This design comes from an exercise in tuning for small area on the open sky130 flow, not from production work.
Only simulation tests tie the RTL to the original design; equivalence was not proved.
Power figures rest on the tool's default switching activity, not on a simulated workload.

==> flow/run.sh <==
#!/bin/bash
# synth_recipe.tcl (not shown) runs the flow's synth.tcl, then flattens the netlist and writes it again
# the make line also repeats each setting of config.mk as NAME=value (left out here)
make -C /OpenROAD-flow-scripts/flow DESIGN_CONFIG=/design/flow/config.mk WORK_HOME=/design/flow/orfs CLKGATE_MAP_FILE= SYNTH_SCRIPT=/design/flow/synth_recipe.tcl finish
==> flow/config.mk <==
export PLATFORM = sky130hd
export DESIGN_NAME = reuleaux
export DESIGN_NICKNAME = reuleaux
export VERILOG_FILES = /design/flow/design.v
export SDC_FILE = /design/flow/constraint.sdc
export NUM_CORES = 4
export LEC_CHECK = 0
export CAP_MARGIN = 20
export CORE_MARGIN = 2
export CORE_UTILIZATION = 40
export SLEW_MARGIN = 20
==> flow/constraint.sdc <==
create_clock -name core_clock -period 18.0 [get_ports {clk}]
set_input_delay 3.6000 -clock core_clock [delete_from_list [all_inputs] [get_ports {clk}]]
set_output_delay 3.6000 -clock core_clock [all_outputs]
set_load 0.01 [all_outputs]
==> flow/design.v <==
module reuleaux(input logic clk, input logic rst_n, input logic [2:0] colour,
                input logic [7:0] centre_x, input logic [6:0] centre_y, input logic [7:0] diameter,
                input logic start, output logic done,
                output logic [7:0] vga_x, output logic [6:0] vga_y,
                output logic [2:0] vga_colour, output logic vga_plot);
     localparam logic [15:0] sqrt3_fixed = 16'd444;  
     logic [7:0] c_x1, c_x2, c_x3;
     logic [6:0] c_y1, c_y2, c_y3;
     logic [15:0] diameter_val_fixed;  
     logic [23:0] temp_x1, temp_x2, temp_x3;   
     logic [23:0] temp_y1, temp_y2, temp_y3;
     logic [7:0] offset_y;
     logic [7:0] offset_x ;
     logic signed [15:0] crit;
     logic [7:0] x_count;
     logic [6:0] y_count;
     logic [7:0] centre_x_rst;
     logic [6:0] centre_y_rst;
     logic [7:0] diameter_val;
     enum{s0,s1,s2,s3,s4,s5,s6,s7,s8,s9,s10,s11,s12,s13,s14,s15,s16,s17,s18,s19,s20,s21,s22,s23,s24,s25,s26,s27,s28,s29,s30, start_state} ps;
     always_comb begin 
          diameter_val_fixed = diameter_val << 8;
          temp_x1 = (centre_x_rst << 8) + (diameter_val_fixed >> 1);   
          temp_y1 = (centre_y_rst << 8) + ((diameter_val_fixed * sqrt3_fixed) / 6);   
          temp_x2 = (centre_x_rst << 8) - (diameter_val_fixed >> 1);   
          temp_y2 = (centre_y_rst << 8) + ((diameter_val_fixed * sqrt3_fixed) / 6);   
          temp_x3 = (centre_x_rst << 8);   
          temp_y3 = 120 - ((centre_y_rst << 8) - ((diameter_val * sqrt3_fixed) / 3));   
          c_x1 = (temp_x1 + (1 << 7)) >> 8;   
          c_y1 = (temp_y1 + (1 << 7)) >> 8;   
          c_x2 = (temp_x2 + (1 << 7)) >> 8;   
          c_y2 = (temp_y2 + (1 << 7)) >> 8;   
          c_x3 = (temp_x3 + (1 << 7)) >> 8;   
			 c_y3 = 6'd23;
     end
     always_ff @(posedge clk) begin 
          if(!rst_n) begin 
          	done <= 1'b0;
               vga_plot <= 1'b0;
               x_count <= 8'b0;
               y_count <= 7'b0;
               centre_x_rst <= 8'd80;
               centre_y_rst <= 7'd60;
               diameter_val <= 8'd80;
               ps <= s0;
          end
          else begin 
               case(ps) 
                    s0 : begin 
                         if(x_count < 8'd160) begin  
                    		if(y_count < 7'd120) begin  
                              	vga_colour <= 3'b000;
                              	vga_x <= x_count;
                              	vga_y <= y_count;
                              	y_count <= y_count + 1'b1;
                              	vga_plot <= 1'b1;
                              	ps <= s0;
                            	end
                            	else begin 
                              	x_count <= x_count + 1'b1;
                              	y_count <= 7'b0;
                              	ps <= s0;
                            	end
                        end
                         else begin 
                              vga_plot <= 1'b0;
                         	x_count <= 8'b0;
                         	y_count <= 7'b0;
                              offset_y <= 8'b0;
                              offset_x <= diameter_val;
                              crit <= 1 - diameter_val;
                              ps <= s1;
                         end
                    end
				s1 : begin 
					if(offset_y <= offset_x) begin
                              vga_colour <= colour;
                              done <= 1'b0;
                              if((c_x1 + offset_x) < 8'd160 && (c_y1 + offset_y) < 7'd120 && ((c_x1 + offset_x) <= c_x3 && (c_x1 + offset_x) >= c_x2 && (c_y1 + offset_y) <= c_y2 && (c_y1 + offset_y) >= c_y3)) begin 
                                   vga_plot <= 1'b1;
                                   vga_x <= c_x1 + offset_x;  
                                   vga_y <= c_y1 + offset_y;
                              end
                              else begin 
                                   vga_plot <= 1'b0;
                                   vga_x <= c_x1 + offset_x;  
                                   vga_y <= c_y1 + offset_y;
                              end
                              ps <= s2;
                         end
                         else begin 
                              vga_plot <= 1'b0;
                              offset_y <= 8'b0;
                              offset_x <= diameter_val;
                              crit <= 1 - diameter_val;
                              ps <= s9;
                         end
				end
				s2 : begin 
                         vga_colour <= colour;
                         done <= 1'b0;
                         if((c_x1 + offset_y) < 8'd160 && (c_y1 + offset_x) < 7'd120 && ((c_x1 + offset_y) <= c_x3 && (c_x1 + offset_y) >= c_x2 && (c_y1 + offset_x) <= c_y2 && (c_y1 + offset_x) >= c_y3)) begin 
                              vga_plot <= 1'b1;
                              vga_x <= c_x1 + offset_y;  
                              vga_y <= c_y1 + offset_x;
                         end
                         else begin 
                              vga_plot <= 1'b0;
                              vga_x <= c_x1 + offset_y;  
                              vga_y <= c_y1 + offset_x;
                         end
                         ps <= s3;
				end
				s3 : begin 
                         vga_colour <= colour;
                         done <= 1'b0;
                         if((c_x1 - offset_y) < 8'd160 && (c_y1 + offset_x) < 7'd120 && ((c_x1 - offset_y) <= c_x3 && (c_x1 - offset_y) >= c_x2 && (c_y1 + offset_x) <= c_y2 && (c_y1 + offset_x) >= c_y3)) begin 
                              vga_plot <= 1'b1;
                              vga_x <= c_x1 - offset_y;  
                              vga_y <= c_y1 + offset_x;
                         end
                         else begin 
                              vga_plot <= 1'b0;
                              vga_x <= c_x1 - offset_y;  
                              vga_y <= c_y1 + offset_x;
                         end
                         ps <= s4;
				end
				s4 : begin 
                         vga_colour <= colour;
                         done <= 1'b0;
                         if((c_x1 - offset_x) < 8'd160 && (c_y1 + offset_y) < 7'd120 && ((c_x1 - offset_x) <= c_x3 && (c_x1 - offset_x) >= c_x2 && (c_y1 + offset_y) <= c_y2 && (c_y1 + offset_y) >= c_y3)) begin 
                              vga_plot <= 1'b1;
                              vga_x <= c_x1 - offset_x;  
                              vga_y <= c_y1 + offset_y;
                         end
                         else begin 
                              vga_plot <= 1'b0;
                              vga_x <= c_x1 - offset_x;  
                              vga_y <= c_y1 + offset_y;
                         end
                         ps <= s5;
				end
				s5 : begin 
                         vga_colour <= colour;
                         done <= 1'b0;
                         if((c_x1 - offset_x) < 8'd160 && (c_y1 - offset_y) < 7'd120 && ((c_x1 - offset_x) <= c_x3 && (c_x1 - offset_x) >= c_x2 && (c_y1 - offset_y) <= c_y2 && (c_y1 - offset_y) >= c_y3)) begin 
                              vga_plot <= 1'b1;
                              vga_x <= c_x1 - offset_x;  
                              vga_y <= c_y1 - offset_y;
                         end
                         else begin 
                              vga_plot <= 1'b0;
                              vga_x <= c_x1 - offset_x;  
                              vga_y <= c_y1 - offset_y;
                         end
                         ps <= s6;
				end
				s6 : begin 
                         vga_colour <= colour;
                         done <= 1'b0;
                         vga_x <= c_x1 - offset_y;  
                         vga_y <= c_y1 - offset_x;
                         if((c_x1 - offset_y) < 8'd160 && (c_y1 - offset_x) < 7'd120 && ((c_x1 - offset_y) <= c_x3 && (c_x1 - offset_y) >= c_x2 && (c_y1 - offset_x) <= c_y2 && (c_y1 - offset_x) >= c_y3)) begin 
                              vga_plot <= 1'b1;
                              vga_x <= c_x1 - offset_y;  
                              vga_y <= c_y1 - offset_x;
                         end
                         else begin 
                              vga_plot <= 1'b0;
                              vga_x <= c_x1 - offset_y;  
                              vga_y <= c_y1 - offset_x;
                         end
                         ps <= s7;
				end
				s7 : begin 
                         vga_colour <= colour;
                         done <= 1'b0;
                         if((c_x1 + offset_y) < 8'd160 && (c_y1 - offset_x) < 7'd120 && ((c_x1 + offset_y) <= c_x3 && (c_x1 + offset_y) >= c_x2 && (c_y1 - offset_x) <= c_y2 && (c_y1 - offset_x) >= c_y3)) begin 
                              vga_plot <= 1'b1;
                              vga_x <= c_x1 + offset_y;  
                              vga_y <= c_y1 - offset_x;
                         end
                         else begin 
                              vga_plot <= 1'b0;
                              vga_x <= c_x1 + offset_y;  
                              vga_y <= c_y1 - offset_x;
                         end
                         ps <= s8;
				end
				s8 : begin 
                         vga_colour <= colour;
                         done <= 1'b0;
                         if((c_x1 + offset_x) < 8'd160 && (c_y1 - offset_y) < 7'd120 && ((c_x1 + offset_x) <= c_x3 && (c_x1 + offset_x) >= c_x2 && (c_y1 - offset_y) <= c_y2 && (c_y1 - offset_y) >= c_y3)) begin 
                              vga_plot <= 1'b1;
                              vga_x <= c_x1 + offset_x;  
                              vga_y <= c_y1 - offset_y;
                         end
                         else begin 
                              vga_plot <= 1'b0;
                              vga_x <= c_x1 + offset_x;  
                              vga_y <= c_y1 - offset_y;
                         end
                         offset_y <= (offset_y) + 1;
                         ps <= s25;
				end
                    s25 : begin 
                         if(crit <= 0) begin 
                              crit <= (crit) + 2 * offset_y + 1;
                              ps <= s1;
                         end
                         else begin 
                              offset_x <= offset_x - 1;
                              ps <= s26;
                         end
                    end
                    s26 : begin 
                         crit <= (crit) + 2 * ((offset_y) - (offset_x)) + 1;
                         ps <= s1;
                    end
				s9 : begin 
					if(offset_y <= offset_x) begin
                              vga_colour <= colour;
                              done <= 1'b0;
                              if((c_x2 + offset_x) < 8'd160 && (c_y2 + offset_y) < 7'd120 && ((c_x2 + offset_x) <= c_x1 && (c_x2 + offset_x) >= c_x3 && (c_y2 + offset_y) <= c_y1 && (c_y2 + offset_y) >= c_y3)) begin 
                                   vga_plot <= 1'b1;
                                   vga_x <= c_x2 + offset_x;  
                                   vga_y <= c_y2 + offset_y;
                              end
                              else begin 
                                   vga_plot <= 1'b0;
                                   vga_x <= c_x2 + offset_x;  
                                   vga_y <= c_y2 + offset_y;
                              end
                              ps <= s10;
                         end
                         else begin 
                              vga_plot <= 1'b0;
                              offset_y <= 8'b0;
                              offset_x <= diameter_val;
                              crit <= 1 - diameter_val;
                              ps <= s17;
                         end
				end
				s10 : begin 
                         vga_colour <= colour;
                         done <= 1'b0;
                         if((c_x2 + offset_y) < 8'd160 && (c_y2 + offset_x) < 7'd120 && ((c_x2 + offset_y) <= c_x1 && (c_x2 + offset_y) >= c_x3 && (c_y2 + offset_x) <= c_y1 && (c_y2 + offset_x) >= c_y3)) begin 
                              vga_plot <= 1'b1;
                              vga_x <= c_x2 + offset_y;  
                              vga_y <= c_y2 + offset_x;
                         end
                         else begin 
                              vga_plot <= 1'b0;
                              vga_x <= c_x2 + offset_y;  
                              vga_y <= c_y2 + offset_x;
                         end
                         ps <= s11;
				end
				s11 : begin 
                         vga_colour <= colour;
                         done <= 1'b0;
                         if((c_x2 - offset_y) < 8'd160 && (c_y2 + offset_x) < 7'd120 && ((c_x2 - offset_y) <= c_x1 && (c_x2 - offset_y) >= c_x3 && (c_y2 + offset_x) <= c_y1 && (c_y2 + offset_x) >= c_y3)) begin 
                              vga_plot <= 1'b1;
                              vga_x <= c_x2 - offset_y;  
                              vga_y <= c_y2 + offset_x;
                         end
                         else begin 
                              vga_plot <= 1'b0;
                              vga_x <= c_x2 - offset_y;  
                              vga_y <= c_y2 + offset_x;
                         end
                         ps <= s12;
				end
				s12 : begin 
                         vga_colour <= colour;
                         done <= 1'b0;
                         if((c_x2 - offset_x) < 8'd160 && (c_y2 + offset_y) < 7'd120 && ((c_x2 - offset_x) <= c_x1 && (c_x2 - offset_x) >= c_x3 && (c_y2 + offset_y) <= c_y1 && (c_y2 + offset_y) >= c_y3)) begin 
                              vga_plot <= 1'b1;
                              vga_x <= c_x2 - offset_x;  
                              vga_y <= c_y2 + offset_y;
                         end
                         else begin 
                              vga_plot <= 1'b0;
                              vga_x <= c_x2 - offset_x;  
                              vga_y <= c_y2 + offset_y;
                         end
                         ps <= s13;
				end
				s13 : begin 
                         vga_colour <= colour;
                         done <= 1'b0;
                         if((c_x2 - offset_x) < 8'd160 && (c_y2 - offset_y) < 7'd120 && ((c_x2 - offset_x) <= c_x1 && (c_x2 - offset_x) >= c_x3 && (c_y2 - offset_y) <= c_y1 && (c_y2 - offset_y) >= c_y3)) begin 
                              vga_plot <= 1'b1;
                              vga_x <= c_x2 - offset_x;  
                              vga_y <= c_y2 - offset_y;
                         end
                         else begin 
                              vga_plot <= 1'b0;
                              vga_x <= c_x2 - offset_x;  
                              vga_y <= c_y2 - offset_y;
                         end
                         ps <= s14;
				end
				s14 : begin 
                         vga_colour <= colour;
                         done <= 1'b0;
                         if((c_x2 - offset_y) < 8'd160 && (c_y2 - offset_x) < 7'd120 && ((c_x2 - offset_y) <= c_x1 && (c_x2 - offset_y) >= c_x3 && (c_y2 - offset_x) <= c_y1 && (c_y2 - offset_x) >= c_y3)) begin 
                              vga_plot <= 1'b1;
                              vga_x <= c_x2 - offset_y;  
                              vga_y <= c_y2 - offset_x;
                         end
                         else begin 
                              vga_plot <= 1'b0;
                              vga_x <= c_x2 - offset_y;  
                              vga_y <= c_y2 - offset_x;
                         end
                         ps <= s15;
				end
				s15 : begin 
                         vga_colour <= colour;
                         done <= 1'b0;
                         if((c_x2 + offset_y) < 8'd160 && (c_y2 - offset_x) < 7'd120 && ((c_x2 + offset_y) <= c_x1 && (c_x2 + offset_y) >= c_x3 && (c_y2 - offset_x) <= c_y1 && (c_y2 - offset_x) >= c_y3)) begin 
                              vga_plot <= 1'b1;
                              vga_x <= c_x2 + offset_y;  
                              vga_y <= c_y2 - offset_x;
                         end
                         else begin 
                              vga_plot <= 1'b0;
                              vga_x <= c_x2 + offset_y;  
                              vga_y <= c_y2 - offset_x;
                         end
                         ps <= s16;
				end
				s16 : begin 
                         vga_colour <= colour;
                         done <= 1'b0;
                         if((c_x2 + offset_x) < 8'd160 && (c_y2 - offset_y) < 7'd120 && ((c_x2 + offset_x) <= c_x1 && (c_x2 + offset_x) >= c_x3 && (c_y2 - offset_y) <= c_y1 && (c_y2 - offset_y) >= c_y3)) begin 
                              vga_plot <= 1'b1;
                              vga_x <= c_x2 + offset_x;  
                              vga_y <= c_y2 - offset_y;
                         end
                         else begin 
                              vga_plot <= 1'b0;
                              vga_x <= c_x2 + offset_x;  
                              vga_y <= c_y2 - offset_y;
                         end
                         offset_y <= (offset_y) + 1;
                         ps <= s27;
				end
                    s27 : begin 
                         if(crit <= 0) begin 
                              crit <= (crit) + 2 * offset_y + 1;
                              ps <= s9;
                         end
                         else begin 
                              offset_x <= offset_x - 1;
                              ps <= s28;
                         end
                    end
                    s28 : begin 
                         crit <= (crit) + 2 * ((offset_y) - (offset_x)) + 1;
                         ps <= s9;
                    end
				s17 : begin 
					if(offset_y <= offset_x) begin
                              vga_colour <= colour;
                              done <= 1'b0;
                              if((c_x3 + offset_x) < 8'd160 && (c_y3 + offset_y) < 7'd120 && ((c_x3 + offset_x) <= c_x1 && (c_x3 + offset_x) >= c_x2 && (c_y3 + offset_y) >= c_y1)) begin 
                                   vga_plot <= 1'b1;
                                   vga_x <= c_x3 + offset_x;  
                                   vga_y <= c_y3 + offset_y;
                              end
                              else begin 
                                   vga_plot <= 1'b0;
                                   vga_x <= c_x3 + offset_x;  
                                   vga_y <= c_y3 + offset_y;
                              end
                              ps <= s18;
                         end
                         else begin 
                              done <= 1'b1;
                              vga_plot <= 1'b0;
                              offset_y <= 8'b0;
                              ps <= start_state;
                         end
				end
				s18 : begin 
                         vga_colour <= colour;
                         done <= 1'b0;
                         if((c_x3 + offset_y) < 8'd160 && (c_y3 + offset_x) < 7'd120 && ((c_x3 + offset_y) <= c_x1 && (c_x3 + offset_y) >= c_x2 && (c_y3 + offset_x) >= c_y1)) begin 
                              vga_plot <= 1'b1;
                              vga_x <= c_x3 + offset_y;  
                              vga_y <= c_y3 + offset_x;
                         end
                         else begin 
                              vga_plot <= 1'b0;
                              vga_x <= c_x3 + offset_y;  
                              vga_y <= c_y3 + offset_x;
                         end
                         ps <= s19;
				end
				s19 : begin 
                         vga_colour <= colour;
                         done <= 1'b0;
                         if((c_x3 - offset_y) < 8'd160 && (c_y3 + offset_x) < 7'd120 && ((c_x3 - offset_y) <= c_x1 && (c_x3 - offset_y) >= c_x2 && (c_y3 + offset_x) >= c_y1)) begin 
                              vga_plot <= 1'b1;
                              vga_x <= c_x3 - offset_y;  
                              vga_y <= c_y3 + offset_x;
                         end
                         else begin 
                              vga_plot <= 1'b0;
                              vga_x <= c_x3 - offset_y;  
                              vga_y <= c_y3 + offset_x;
                         end
                         ps <= s20;
				end
				s20 : begin 
                         vga_colour <= colour;
                         done <= 1'b0;
                         if((c_x3 - offset_x) < 8'd160 && (c_y3 + offset_y) < 7'd120 && ((c_x3 - offset_x) <= c_x1 && (c_x3 - offset_x) >= c_x2 && (c_y3 + offset_y) >= c_y1)) begin 
                              vga_plot <= 1'b1;
                              vga_x <= c_x3 - offset_x;  
                              vga_y <= c_y3 + offset_y;
                         end
                         else begin 
                              vga_plot <= 1'b0;
                              vga_x <= c_x3 - offset_x;  
                              vga_y <= c_y3 + offset_y;
                         end
                         ps <= s21;
				end
				s21 : begin 
                         vga_colour <= colour;
                         done <= 1'b0;
                         if((c_x3 - offset_x) < 8'd160 && (c_y3 - offset_y) < 7'd120 && ((c_x3 - offset_x) <= c_x1 && (c_x3 - offset_x) >= c_x2 && (c_y3 - offset_y) >= c_y1)) begin 
                              vga_plot <= 1'b1;
                              vga_x <= c_x3 - offset_x;  
                              vga_y <= c_y3 - offset_y;
                         end
                         else begin 
                              vga_plot <= 1'b0;
                              vga_x <= c_x3 - offset_x;  
                              vga_y <= c_y3 - offset_y;
                         end
                         ps <= s22;
				end
				s22 : begin 
                         vga_colour <= colour;
                         done <= 1'b0;
                         if((c_x3 - offset_y) < 8'd160 && (c_y3 - offset_x) < 7'd120 && ((c_x3 - offset_y) <= c_x1 && (c_x3 - offset_y) >= c_x2 && (c_y3 - offset_x) >= c_y1)) begin 
                              vga_plot <= 1'b1;
                              vga_x <= c_x3 - offset_y;  
                              vga_y <= c_y3 - offset_x;
                         end
                         else begin 
                              vga_plot <= 1'b0;
                              vga_x <= c_x3 - offset_y;  
                              vga_y <= c_y3 - offset_x;
                         end
                         ps <= s23;
				end
				s23 : begin 
                         vga_colour <= colour;
                         done <= 1'b0;
                         if((c_x3 + offset_y) < 8'd160 && (c_y3 - offset_x) < 7'd120 && ((c_x3 + offset_y) <= c_x1 && (c_x3 + offset_y) >= c_x2 && (c_y3 - offset_x) >= c_y1)) begin 
                              vga_plot <= 1'b1;
                              vga_x <= c_x3 + offset_y;  
                              vga_y <= c_y3 - offset_x;
                         end
                         else begin 
                              vga_plot <= 1'b0;
                              vga_x <= c_x3 + offset_y;  
                              vga_y <= c_y3 - offset_x;
                         end
                         ps <= s24;
				end
				s24 : begin 
                         vga_colour <= colour;
                         done <= 1'b0;
                         if((c_x3 + offset_x) < 8'd160 && (c_y3 - offset_y) < 7'd120 && ((c_x3 + offset_x) <= c_x1 && (c_x3 + offset_x) >= c_x2 && (c_y3 - offset_y) >= c_y1)) begin 
                              vga_plot <= 1'b1;
                              vga_x <= c_x3 + offset_x;  
                              vga_y <= c_y3 - offset_y;
                         end
                         else begin 
                              vga_plot <= 1'b0;
                              vga_x <= c_x3 + offset_x;  
                              vga_y <= c_y3 - offset_y;
                         end
                         offset_y <= (offset_y) + 1;
                         ps <= s29;
				end
                    s29 : begin 
                         if(crit <= 0) begin 
                              crit <= (crit) + 2 * offset_y + 1;
                              ps <= s17;
                         end
                         else begin 
                              offset_x <= offset_x - 1;
                              ps <= s30;
                         end
                    end
                    s30 : begin 
                         crit <= (crit) + 2 * ((offset_y) - (offset_x)) + 1;
                         ps <= s17;
                    end
                    start_state : begin 
                         if(start) begin 
                              done <= 1'b0;
                              centre_x_rst <= centre_x;
                              centre_y_rst <= centre_y;
                              diameter_val <= diameter;
                              offset_x <= diameter;
                              crit <= 1 - diameter;
                              ps <= s1;
                         end
                         else begin 
                              ps <= start_state;
                         end
                    end
               endcase
          end
     end
endmodule
==> run notes <==
* First DRT Iteration DRCs at approximately 2.3k
* Critical Path Max Stage Delay at 0.56 ns
* Finished Layout Cells at 3877
* Post-synth top cells: ha_1 (461), nor2_1 (300), a21oi_1 (255), nand2_1 (206), inv_1 (188)
* Initial antenna violation count at 5
* Fillers at around 6k
* Leak at ~11 nW
* # hold bufs at CTS at 0
* CTS tree: done
* Clock sink count at 95
* Synthesized cell area at 23490 um^2
* Hold-critical path depth at 2
* Worst Skew at roughly 0.018 ns
* Status: no timing/DRC/antenna violations
* Post-synth EDFFs at 50
* Post-synthesis sequential area ratio at 0.1023
* FP Rows at between 80 and 90
* Max Root-Sink Buffers at 2
* PortBufs at 48
* Count of cell types in the netlist at about 120
* Ys flop type: edfxtp_1
* WP data required at roughly 18 ns
* Post-Syn Area per Cell at between 7 and 8 um^2
* Ys Warns at 1
* Gr usage total at 0.3017
* GPL Wtd Cong at ~1.1
* Die height at roughly 250 um
* PD cells at 191.4 nW/um^2
* GRT Residual Overflow at 0
* Final Hold Vio Count at 0
* Final min period at approximately 17 ns
* Final Setup Violations at 0
* Post-Synthesis Cells at between 3k and 4k
* CTS buffer count at 9
* CP most frequent cell: nor2_1
* Reg clk slew, reported paths at 0.09 ns
* Synth area leader: ha_1
* Slew margin rel. at 0.2546
* Worst-path maximum fanout at 11
* FFs w/ async S/R, synth at 0
* Max Freq at between 50 and 60 MHz
* Fraction of the cycle the final worst path needs at 0.9663
* Core ar. at around 58000 um^2
* Post-route ant nets at 0
* Die Footprint at 60690 um^2
* Layout area overhead at 11.33%
* Final Net Count at roughly 3.6k
* Largest net degree at the start of global routing at 43
* Avg WL per Cell at 24.15 um
* Yosys top cell area share at 0.2455
* Setup TNS at 0 ns
* Most common cell in the netlist: ha_1
* Final wirelength at approximately 94 mm
* Max Cap Viol at 0
* Setup WS post-layout at about 0.61 ns
* Via Count at around 24k
* Share of cells above drive strength 1 at 0.09196
* I/O pin count at around 50
* Synthesis-stage register bit count at 95
* Critical Path AT at ~18 ns
* HP Class: reg2reg
* WS Path Type: reg2reg
* Critical-path top delay cell: fa_1
* R2r setup slk at 0.61 ns
* Worst Hold End: centre_y_rst[5]
* CP startpoint kind: flop
* Root buffer cell: clkbuf_16
* Worst-Margin Slew at 1.118 ns
* Vias in the first global route at roughly 23k
* DR vias/cell at 6.106
* Buf/Inv on CP at 11
* Peak VDD IR at ~0.19 mV
* DR pass1 iterations at 6
* Final Max Slew Viols at 0
* Residual DRC count at 0
* Dpl ws at -0.1901 ns
* Skew-Pair Late Insertion Delay at roughly 0.40 ns
* HPWL after DPL at roughly 76 mm
* CTS H-tree depth at 3
* Crit end category: flop
* First-pass GRT wire length at approximately 140 mm
* Total placed cells including tap cells at around 3.8k
* CP top delay family: compound AO/OA/AOI/OAI gates
* Synth area leaders: ha_1 (25%), edfxtp_1 (6.4%), a21oi_1 (5.4%), xnor2_1 (5.1%), nor2_1 (4.8%)
* R2r endpoint: vga_plot
* Net count after synthesis at roughly 3.6k
* Worst Hold Launch: centre_y_rst[5]
* Initial Util at 0.4057
* Reg2Reg Launch Point: diameter_val[3]
* Die width at 246.4 um
* Reg2Reg Depth at 77
registers in the layout, indices dropped and copies added, names as in the netlist, 7 cells and up:
register / flops
crit: 16
centre_x_rst: 8
diameter_val: 8
offset_x: 8
offset_y: 8
vga_x: 8
x_count: 8
centre_y_rst: 7
vga_y: 7
y_count: 7
worst max-delay path by stage:
stage               slack, ns  endpoint            start  cells after the start
finish                   0.61  vga_plot  diameter_val[3]                     77
global route            -0.21  vga_plot  diameter_val[3]                     78
CTS                      0.02  vga_plot  diameter_val[2]                     76
detailed placement      -0.19  vga_plot  diameter_val[4]                     74
global placement         0.32  vga_plot  diameter_val[4]                     76
floorplan                1.61  vga_plot  diameter_val[1]                     79
stage by stage:
step	instance area, um^2	hold slack [ns]	utilization	total power (W)
after floorplan	23490	0.4472	-	0.003267
after global placement	25030	0.4753	0.4321	0.004493
after detailed placement	25040	0.4804	0.4323	0.004553
after CTS	25420	0.4947	0.4389	0.004800
after global routing	26150	0.5183	0.4515	0.005451
final	26160	0.4924	0.4516	0.005007
worst min-delay path, stage by stage, from the launching register on:
cell     delay, ns
dfxtp_1       0.33
nand2_1       0.06
nand3_1       0.06
cell usage in the layout (no fill, tap or decap), types with 10 or more instances in the layout:
cell type and n:
nor2b_1 66, a22oi_1 11, nand4_1 48, clkdlybuf4s50_1 48
fa_1 41, o21a_1 21, a21oi_1 251, and3_1 26
nor3_2 12, a21boi_0 19, ha_1 458, or3_1 12
o211ai_1 36, o21ai_0 162, nand2b_1 79, o2111ai_1 10
mux2i_1 19, xnor2_1 131, or2_2 17, o21ai_1 11
a31oi_1 18, nand2_1 206, o221ai_1 13, o21bai_1 40
a211oi_1 16, nand3_1 82, and2_1 20, a21o_1 75
buf_4 110, dfxtp_1 41, inv_1 184, a221oi_1 25
o22ai_1 20, nand3b_1 10, nor3_1 52, nor2_1 298
xor2_1 99, edfxtp_1 50, nor4_1 18
area by class of cell:
cell class | count | area [um^2] | share of cell area
clock inverter | 7 | 88.84 | 0.003396
timing repair buffer | 159 | 1318 | 0.05037
multi-input combinational | 2652 | 20430 | 0.7813
tap | 765 | 957.2 | 0.03660
sequential | 95 | 2410 | 0.09214
antenna | 2 | 5.005 | 0.0001914
inverter | 188 | 716.9 | 0.02741
clock buffer | 9 | 225.2 | 0.008611
routing by layer:
layer / vias to the layer above / global-route usage / part of all wire
li1: 11180 / - / -
met1: 11270 / 0.3926 / 0.43
met2: 999 / 0.4947 / 0.45
met3: 216 / 0.03834 / 0.070
met4: 4 / 0.1391 / 0.050
met5: - / 0 / 0.00028
cell families (layout without fill, tap and decap cells):
kind of cell             count (synthesis)  after routing  share of synthesized area
AO/OA/AOI/OAI                          884            885                     0.2529
XOR/XNOR                               241            241                    0.09064
adder cells (fa/ha/maj)                506            506                     0.2826
buffers and inverters                  285            363                    0.04772
flip-flops                              95             95                     0.1023
multiplexers                            29             29                    0.01353
other                                    0              2                          0
AND/OR/NAND/NOR                        991            991                     0.2104
where the power goes:
group	switching [W]	leakage (nW)	internal (W)
logic	0.00274	10.5	0.00169
registers	0.0000501	0.807	0.000307
clock network	0.000107	0.150	0.000111
repair_timing:
item	in CTS	in global routing
setup endpoints to repair	1	4
hold endpoints to repair	0	0
pin swaps	2	24
buffers inserted	4	40
cloned	0	1
gates resized for setup	8	82

[afterwards: timing with drivers on the ports]
The results above use ideal ports. As a check the final layout listed here was re-extracted and re-timed, cells and wires unchanged. Step 1: set_driving_cell puts a clkbuf_16 on clk and a buf_2 on each other input, an assumption about the parent block. Step 2 also shifts input and output timing later by t, the mid clock arrival at the registers, as if the neighbouring blocks saw the same clock. Three values: ideal, step 1, step 2; two values: the first two.
t (ns): 0.447
setup WS [ns]: 0.607 / 0.607 / 0.607
worst setup path after step 2: register to register
slew at the worst register clock pin (ns): 0.09 / 0.09
cell pins on the clock port's net: 1
After both steps this run still meets setup and hold. For this run, drivers alone change the setup slack by 0.000 ns; drivers and shift together by 0.000 ns.
